Background: an optimization exercise with open tools, aiming at small area and a short achievable clock period. Do not read the settings as production practice. At most, simulation tests tie the RTL to the original design; equivalence was not proved. Function not checked in run 2: the RTL went through the layout flow alone.

===== flow/config.mk =====
export PLATFORM = sky130hd
export DESIGN_NAME = Converter
export DESIGN_NICKNAME = Converter
export VERILOG_FILES = /design/flow/design.v
export SDC_FILE = /design/flow/constraint.sdc
export NUM_CORES = 8
export LEC_CHECK = 0
export CAP_MARGIN = 20
export CORE_MARGIN = 2
export CORE_UTILIZATION = 40
export SLEW_MARGIN = 20

===== flow/constraint.sdc =====
create_clock -name core_clock -period 8.5 [get_ports {clk}]
set_input_delay 1.7000 -clock core_clock [delete_from_list [all_inputs] [get_ports {clk}]]
set_output_delay 1.7000 -clock core_clock [all_outputs]
set_load 0.01 [all_outputs]

===== flow/design.v =====
`timescale 1ns / 1ps
module Converter #(parameter INPUT_WIDTH = 16,
                   parameter OUTPUT_WIDTH = 64)(
    input[INPUT_WIDTH-1:0] data,
    input sop,
    input eop,
    input rst,
    input clk,
    output[OUTPUT_WIDTH-1:0] number,
    output valid,
    output error
    );
    localparam IDLE = 0;
    localparam WORKING = 1;
    localparam RESULT = 2;
    reg[INPUT_WIDTH-1:0] decimal_st1;
    reg[INPUT_WIDTH-1:0] base;
    reg sop_st1;
    reg eop_st1;
    reg rst_sync;
    reg err;
    reg err_next;
    reg[OUTPUT_WIDTH-1:0] result;
    wire[OUTPUT_WIDTH-1:0] result_next;
    reg[1:0] state;
    reg[1:0] state_next;
    always @(posedge clk or posedge rst)
        begin
            if (rst)
                rst_sync <= 1'b1;
            else
                rst_sync <= 1'b0;
        end
    always @(posedge clk or posedge rst_sync)
        begin
            if (rst_sync)
                begin
                    state <= IDLE;
                    sop_st1 <= 'b0;
                    eop_st1 <= 1'b0;
                    result <= 'd0;
                    err <= 1'b0;
                    base <= 'd0;
                    decimal_st1 <= 'd0;
                end
            else
                begin
                    state <= state_next;
                    result <= result_next;
                    sop_st1 <= sop;
                    eop_st1 <= eop;
                    err <= err_next;
                    if (sop)
                        decimal_st1 <= data;
                    else
                        decimal_st1 <= data - 48;
                    if (sop_st1)
                        base <= decimal_st1;
                end
        end
    always @(*)
        begin
            state_next = IDLE;
            case(state)
            IDLE: state_next = sop_st1?WORKING:IDLE;
            WORKING: state_next = eop_st1?RESULT:WORKING;
            RESULT: state_next = sop_st1?WORKING:IDLE;
            default: state_next = state;
            endcase
        end
    always @(*)
        begin
            err_next = err;
            if (state != WORKING)
                err_next = 'b0;
            else if (decimal_st1 >= base)
                err_next = 'b1;
            else
                err_next = err;
        end
    assign valid = (state==RESULT)?'b1:'b0;
    assign result_next = (state==WORKING)?result*base+decimal_st1:'d0;
    assign number = result;
    assign error = err;  
endmodule

===== flow/run.sh =====
#!/bin/bash
# synth_recipe.tcl (not shown) runs the flow's synth.tcl, then flattens the netlist and writes it again
# the make line also repeats each setting of config.mk as NAME=value (left out here)
make -C /OpenROAD-flow-scripts/flow DESIGN_CONFIG=/design/flow/config.mk WORK_HOME=/design/flow/orfs CLKGATE_MAP_FILE= SYNTH_SCRIPT=/design/flow/synth_recipe.tcl finish

==> reports/qor.yml, run 1 <==
seq_area_frac_synth_pct: 7.93
most-common-layout-cells: "inv_1 (991), fa_1 (767), nand2_1 (652), and2_1 (325), ha_1 (164)"
cts_buffers: 9
maxCapViolations: 0
die-area_um2: 82800
final-instance-count-excl-fill: 4713
startpoint_type: "flip-flop"
htreeDepth: 3
period_share_pct: 85.7
die_y_um: 288
cts-root-buf: "clkbuf_16"
post_cts_buffers: 0
rows: 104
ys_ff_latch: 102
tritoncts: "yes"
drive_gt1_share_pct: 2.11
finalHoldWorstSlack_ps: 289
grt_remaining_overflow: 0
drv_slew: 0
track_usage_pct: 22.1
wl_met3_um: 4110
dp.cells: 4697
core_um2: 80200
grt_pass1_vias: 26000
synth_area_um2: 32200
antenna_found_initial: 0
min_path_type: "flip-flop to async pin"
required_ps: 8730
regArea_um2: 2570
async_reset_ff_share_pct: 100
dr.max_layer_used: "met4"
first_pass_iters: 6
r2r_cells: 21
synth.avg_cell_area_um2: 8.71
finClkSkew_ps: 16.2
clkLatencyLatePin_ps: 370
fin_crit_ps: 7280
tns_ps: 0
wirelength_um: 85900
clockBufferDepth: 2
status: "finished clean"
path_clk_slew_ps: 80
die_w_um: 288
drt_iter0_markers: 1215
wl_met1_um: 37100
yosysWarnings: 1
antenna_left: 0
wire_per_inst_um: 18.2
crit_path_max_fanout: 24
hold_violations: 0
drc: 0
timing_worst_setup_path_type: "flip-flop to flip-flop"
viasPerCell: 5.00
synthCells: 3701
worstMarginPinSlew_ps: 1050
n_fill_cell: 8069
grt_max_degree: 64
place_hpwl_um: 67300
syn_nets: 4652
place_congestion: 0.867
io_pins: 86
cts_resized: 0
area_delta_synth_final_pct: 6.39
cts_sinks: 102
maxSlewHeadroom_pct: 30.3
via_count: 23500
nets: 4599
multi_input_area_um2: 25200
wl_met2_um: 42700
io_buffers: 85
ctsHoldBuffers: 0
fmax_mhz: 137
diodes: 0
synth_edf_count: 0
grt_setup_unrepaired: "false"
setup_viol: 0
final_common_cell: "inv_1"
cp.arrival_ps: 7510
start_util_pct: 40.2
grt_pass1_wl_um: 144000
ys.flop_type: "dfrtp_1"
synth.distinct_cells: 64
endpoint_kind: "flip-flop"
==> metrics by stage <==
step | utilization, % | instance area [µm²] | setup slack, ps
finish | 42.8 | 34300 | 1220
global route | 42.8 | 34300 | 896
CTS | 42.8 | 34300 | 1250
detailed placement | 42.4 | 34000 | 1310
global placement | 42.4 | 34000 | 1350
floorplan | - | 32200 | 2190
==> critical path, stage by stage, from the launching register on <==
cell and delay (ps):
dfrtp_2 710, buf_4 440, nand2_1 130, fa_1 510, fa_1 530, fa_1 520
inv_1 50, fa_1 520, fa_1 520, inv_1 50, fa_1 480, inv_1 50
ha_1 380, a21oi_1 360, o21a_1 160, o21ai_0 130, a221oi_2 540, a31oi_2 200
nor4_2 460, o31ai_2 150, xnor2_1 170, nor2_1 50
==> synthesized netlist by cell type, types with 7 or more instances <==
cell type,n,share of area [%]
inv_1,992,12
fa_1,767,48
nand2_1,652,7.6
and2_1,325,6.3
clkbuf_1,171,2.0
ha_1,164,6.4
dfrtp_1,101,7.8
nor2_1,75,0.87
a21oi_1,72,1.1
xnor2_1,55,1.5
a21o_1,49,1.1
o21ai_0,41,0.64
xor2_1,35,0.95
nand4_1,16,0.31
nor3_1,16,0.25
and3_1,15,0.29
nand3_1,14,0.22
o21bai_1,12,0.28
nand2b_1,11,0.21
o21a_1,10,0.23
a31oi_1,8,0.16
nor2b_1,8,0.16
buf_2,7,0.11
o211ai_1,7,0.16
==> state kept, by name (all words and copies together) (netlist names) <==
| signal | count |
|---|---|
| base | 16 |
| decimal_st1 | 16 |
| eop_st1 | 1 |
| err | 1 |
| result | 64 |
| rst_sync | 1 |
| sop_st1 | 1 |
| state | 2 |
==> final timing paths <==
path                           from    endpoint  slack [ps]
max                         base[2]  result[63]        1220
min                        rst_sync     eop_st1         290
max reg2reg                 base[2]  result[63]        1220
min reg2reg                rst_sync     eop_st1         290
max in group asynchronous       rst    rst_sync        6860
min in group core_clock     eop_st1    state[1]         490
==> metal layers <==
metal  vias to the layer above  GRT usage (%)
met3                       107           1.85
met5                         -              0
met2                       649           38.4
li1                      10500              -
met4                         0           5.45
met1                     12300           29.8
==> cells by family after synthesis <==
family,count (synthesis),share of synthesized area [%]
buf+inv,1173,13.7
other cells,1,0.0116
mux,5,0.163
fa+ha+maj,931,54.0
flops,102,7.93
compound gates,241,4.87
simple gates,1158,16.8
xor+xnor,90,2.45
==> layout make-up <==
| type | instances | share of cell area (%) |
|---|---|---|
| Sequential cell | 102 | 7.51 |
| Tap cell | 1060 | 3.87 |
| Clock buffer | 12 | 0.719 |
| Multi-Input combinational cell | 2426 | 73.7 |
| Clock inverter | 4 | 0.157 |
| Timing Repair Buffer | 117 | 3.22 |
| Inverter | 992 | 10.9 |
==> run 2: changes to the inputs <==
==> flow/design.v (replaced) <==
`timescale 1ns / 1ps
module Converter #(parameter INPUT_WIDTH = 16,
                   parameter OUTPUT_WIDTH = 64)(
    input[INPUT_WIDTH-1:0] data,
    input sop,
    input eop,
    input rst,
    input clk,
    output[OUTPUT_WIDTH-1:0] number,
    output valid,
    output error
    );
    localparam W = OUTPUT_WIDTH;
    reg sop_d;       
    reg eop_d;       
    reg vld;         
    reg [3:0] base;
    reg t1_1, t1_2, t1_3;        
    reg t2_0, t2_1, t2_n;        
    reg first;                   
    reg [3:0] dig;
    reg dig_ok;
    reg [W-1:0] acc;
    reg err;
    wire hi_ok = (data[INPUT_WIDTH-1:4] == 3);
    wire ch_ok = hi_ok && (data[3:0] < base);
    always @(posedge clk or posedge rst)
        if (rst) begin
            sop_d <= 1'b0;
            eop_d <= 1'b0;
            vld <= 1'b0;
        end else begin
            sop_d <= sop;
            eop_d <= eop;
            vld <= eop_d;
        end
    always @(posedge clk) begin
        if (sop)
            base <= data[3:0];
        t1_1 <= !sop_d && (base == 2 || base == 3);
        t1_2 <= !sop_d && (base == 4 || base == 5 || base == 6);
        t1_3 <= !sop_d && (base == 7 || base == 8 || base == 9 || base == 10);
        t2_0 <= !sop_d && (base == 3 || base == 5 || base == 9);
        t2_1 <= !sop_d && (base == 6 || base == 10);
        t2_n <= !sop_d && (base == 7);
        first <= sop_d;
        dig <= data[3:0];
        dig_ok <= ch_ok;
    end
    wire [W-1:0] sh1 = {acc[W-2:0], 1'b0};
    wire [W-1:0] sh2 = {acc[W-3:0], 2'b0};
    wire [W-1:0] sh3 = {acc[W-4:0], 3'b0};
    wire [W-1:0] T1 = ({W{t1_1}} & sh1) | ({W{t1_2}} & sh2) | ({W{t1_3}} & sh3);
    wire [W-1:0] T2 = ({W{t2_0}} & acc) | ({W{t2_1}} & sh1) | ({W{t2_n}} & ~acc);
    always @(posedge clk) begin
        acc <= T1 + T2 + {{(W-4){1'b0}}, dig} + {{(W-1){1'b0}}, t2_n};
        err <= (!first && err) || !dig_ok;
    end
    assign number = acc;
    assign valid = vld;
    assign error = err;
endmodule
==> run 2 against run 1 <==
Against the previous run: still clean on timing, DRC and antenna; cell area decreased by 72%; fmax increased by 57%; first-iteration DRC count decreased by 21%; non-clock buffer count decreased by 26; flip-flop and latch count decreased by 18; routed wire length decreased by 73%; highest routed layer unchanged.
==> reports/qor.yml, run 2 <==
synth_most_common_cell: "nand2_1"
final_common_cell: "nand2_1"
drt_iter0_markers: 956
hold_depth: 0
drc: 0
area_delta_synth_final_pct: 15.1
startpoint_type: "flip-flop"
crit_path_max_fanout: 35
cp.arrival_ps: 4850
rr_startpoint: "t2_n"
synthCells: 1082
hold_path_startpoint: "eop_d"
status: "finished clean"
netlist.area_leader.share_pct: 18.4
grt_setup_unrepaired: "false"
clockBufferDepth: 2
regMostFlops: "acc"
grt_remaining_overflow: 0
syn_nets: 1231
tritoncts: "yes"
finClkSkew_ps: 8.87
die-area_um2: 22300
min_path_type: "flip-flop to flip-flop"
yosys.area.top_type: "ha_1"
holdPathEnd: "vld"
io_buffers: 85
grt_max_degree: 66
hold_violations: 0
tns_ps: 0
post_cts_buffers: 0
die_y_um: 149
fin_util_pct: 46.5
start_util_pct: 40.4
io_pins: 86
cts-root-buf: "clkbuf_16"
dpl_cell_area_um2: 9420
async_reset_ff_share_pct: 3.57
nets: 1266
wirelength_um: 23000
antenna_found_initial: 0
most-common-layout-cells: "nand2_1 (177), ha_1 (124), inv_1 (91), clkdlybuf4s50_1 (85), dfxtp_1 (72)"
wire_per_inst_um: 16.5
fin_area_um2: 9720
place_congestion: 0.885
cts_resized: 0
r2r_cells: 16
grt_pass1_vias: 7553
clkLatencyLatePin_ps: 350
synth.distinct_cells: 71
period_share_pct: 54.5
first_pass_iters: 6
cts_sinks: 84
maxCapViolations: 0
drive_gt1_share_pct: 4.01
die_w_um: 149
largest_reg_flops: 64
drv_slew: 0
rows: 53
top_regs: "acc x64, base x4, dig x4"
synth_edf_count: 4
fmax_mhz: 216
track_usage_pct: 21.0
fin_crit_ps: 4630
htreeDepth: 3
yosysWarnings: 1
place_hpwl_um: 16900
worstMarginPinSlew_ps: 736
path_clk_slew_ps: 70
synth.area.top_cells: "ha_1 (18%), dfxtp_1 (18%), nand2_1 (7.9%)"
required_ps: 8720
diodes: 0
cts_buffers: 9
synth.avg_cell_area_um2: 7.80
endpoint_kind: "flip-flop"
synth_area_um2: 8440
via_count: 8245
ys.flop_type: "dfxtp_1"
timing_worst_setup_path_type: "flip-flop to flip-flop"
maxSlewHeadroom_pct: 50.9
ys_ff_latch: 84
r2r_setup_slack_ps: 3870
setup_viol: 0
ys_top_cells_by_count: "nand2_1 (177), ha_1 (124), inv_1 (91), dfxtp_1 (77), a21oi_1 (68)"
antenna_left: 0
grt_pass1_wl_um: 38600
seq_area_frac_synth_pct: 20.6
viasPerCell: 5.90
ctsHoldBuffers: 0
core_um2: 20900
rr_endpoint: "acc[60]"
[run 2: logic make-up after synthesis]
| group | Yosys count | synth area share, % |
|---|---|---|
| multiplexers | 1 | 0.119 |
| adder cells (fa/ha/maj) | 129 | 19.6 |
| flip-flops | 84 | 20.6 |
| AO/OA/AOI/OAI | 350 | 30.6 |
| AND/OR/NAND/NOR | 297 | 15.4 |
| buffers and inverters | 159 | 7.29 |
| XOR/XNOR | 62 | 6.43 |
[run 2: how the worst max path moves through the flow]
stage | from | to | slack [ps] | cells past startpoint
global route | t2_n | acc[60] | 3530 | 16
CTS | t2_n | acc[60] | 3850 | 16
floorplan | t1_1 | acc[56] | 4780 | 15
finish | t2_n | acc[60] | 3870 | 16
global placement | t2_n | acc[56] | 4020 | 16
detailed placement | t2_n | acc[56] | 3930 | 16
[run 2: metrics by stage]
stage               std cells  worst slack, ps  hold slack (ps)
global placement         1381             4020              334
global route             1397             3530              359
floorplan                1082             4780              331
detailed placement       1381             3930              337
CTS                      1397             3850              351
finish                   1397             3870              349
[run 2: layout make-up]
cell class	instances	area [µm²]
Fill cell	2088	11200
Timing Repair Buffer	91	896
Sequential cell	84	1740
Inverter	92	345
Clock inverter	3	46.3
Clock buffer	13	250
Tap cell	275	344
Multi-Input combinational cell	839	6090
[run 2: critical path, cell delays in order, from the launching register on]
cell and delay (ps):
dfxtp_1 320, inv_2 390, buf_4 460, nor2_1 90, a221oi_1 260, fa_1 510, inv_1 90, ha_1 260
a211oi_2 300, o211ai_1 200, a21o_1 240, a31o_2 280, a211oi_2 350, o21ai_2 140, a211oi_2 320, o41ai_1 120
xor2_1 150
[run 2: per-layer routing]
metal | track usage (%) | vias up | wire length, µm | part of all wire, %
met1 | 30.1 | 3824 | 11000 | 48
met4 | 5.10 | 0 | 292 | 1.3
li1 | - | 4097 | - | -
met2 | 32.8 | 302 | 10200 | 44
met5 | 0 | - | 0 | 0
met3 | 3.73 | 22 | 1500 | 6.5

==> port drivers added, routing unchanged <==
How much do the figures lean on ideal ports? The routed layouts below were timed once more, with nothing changed but the port constraints.
Step 1 assumes that a clkbuf_16 drives the clock port and a buf_2 every other input.
Step 2 moves the port delays by t, midway between the first and last clock arrival at a register: inputs arrive t later, outputs are due t later. That takes back most of the time a late clock gives input paths.
Slacks: ideal ports / drivers / drivers and shift; pairs: ideal ports / drivers.
run | t, ns | slack for setup (ns) | hold slack, ns
run 1 | 0.415 | 1.217 / 1.217 / 1.217 | 0.289 / 0.289 / 0.289
run 2 | 0.393 | 3.871 / 3.871 / 3.871 | 0.349 / 0.349 / 0.349
After both steps every run listed still meets setup and hold.
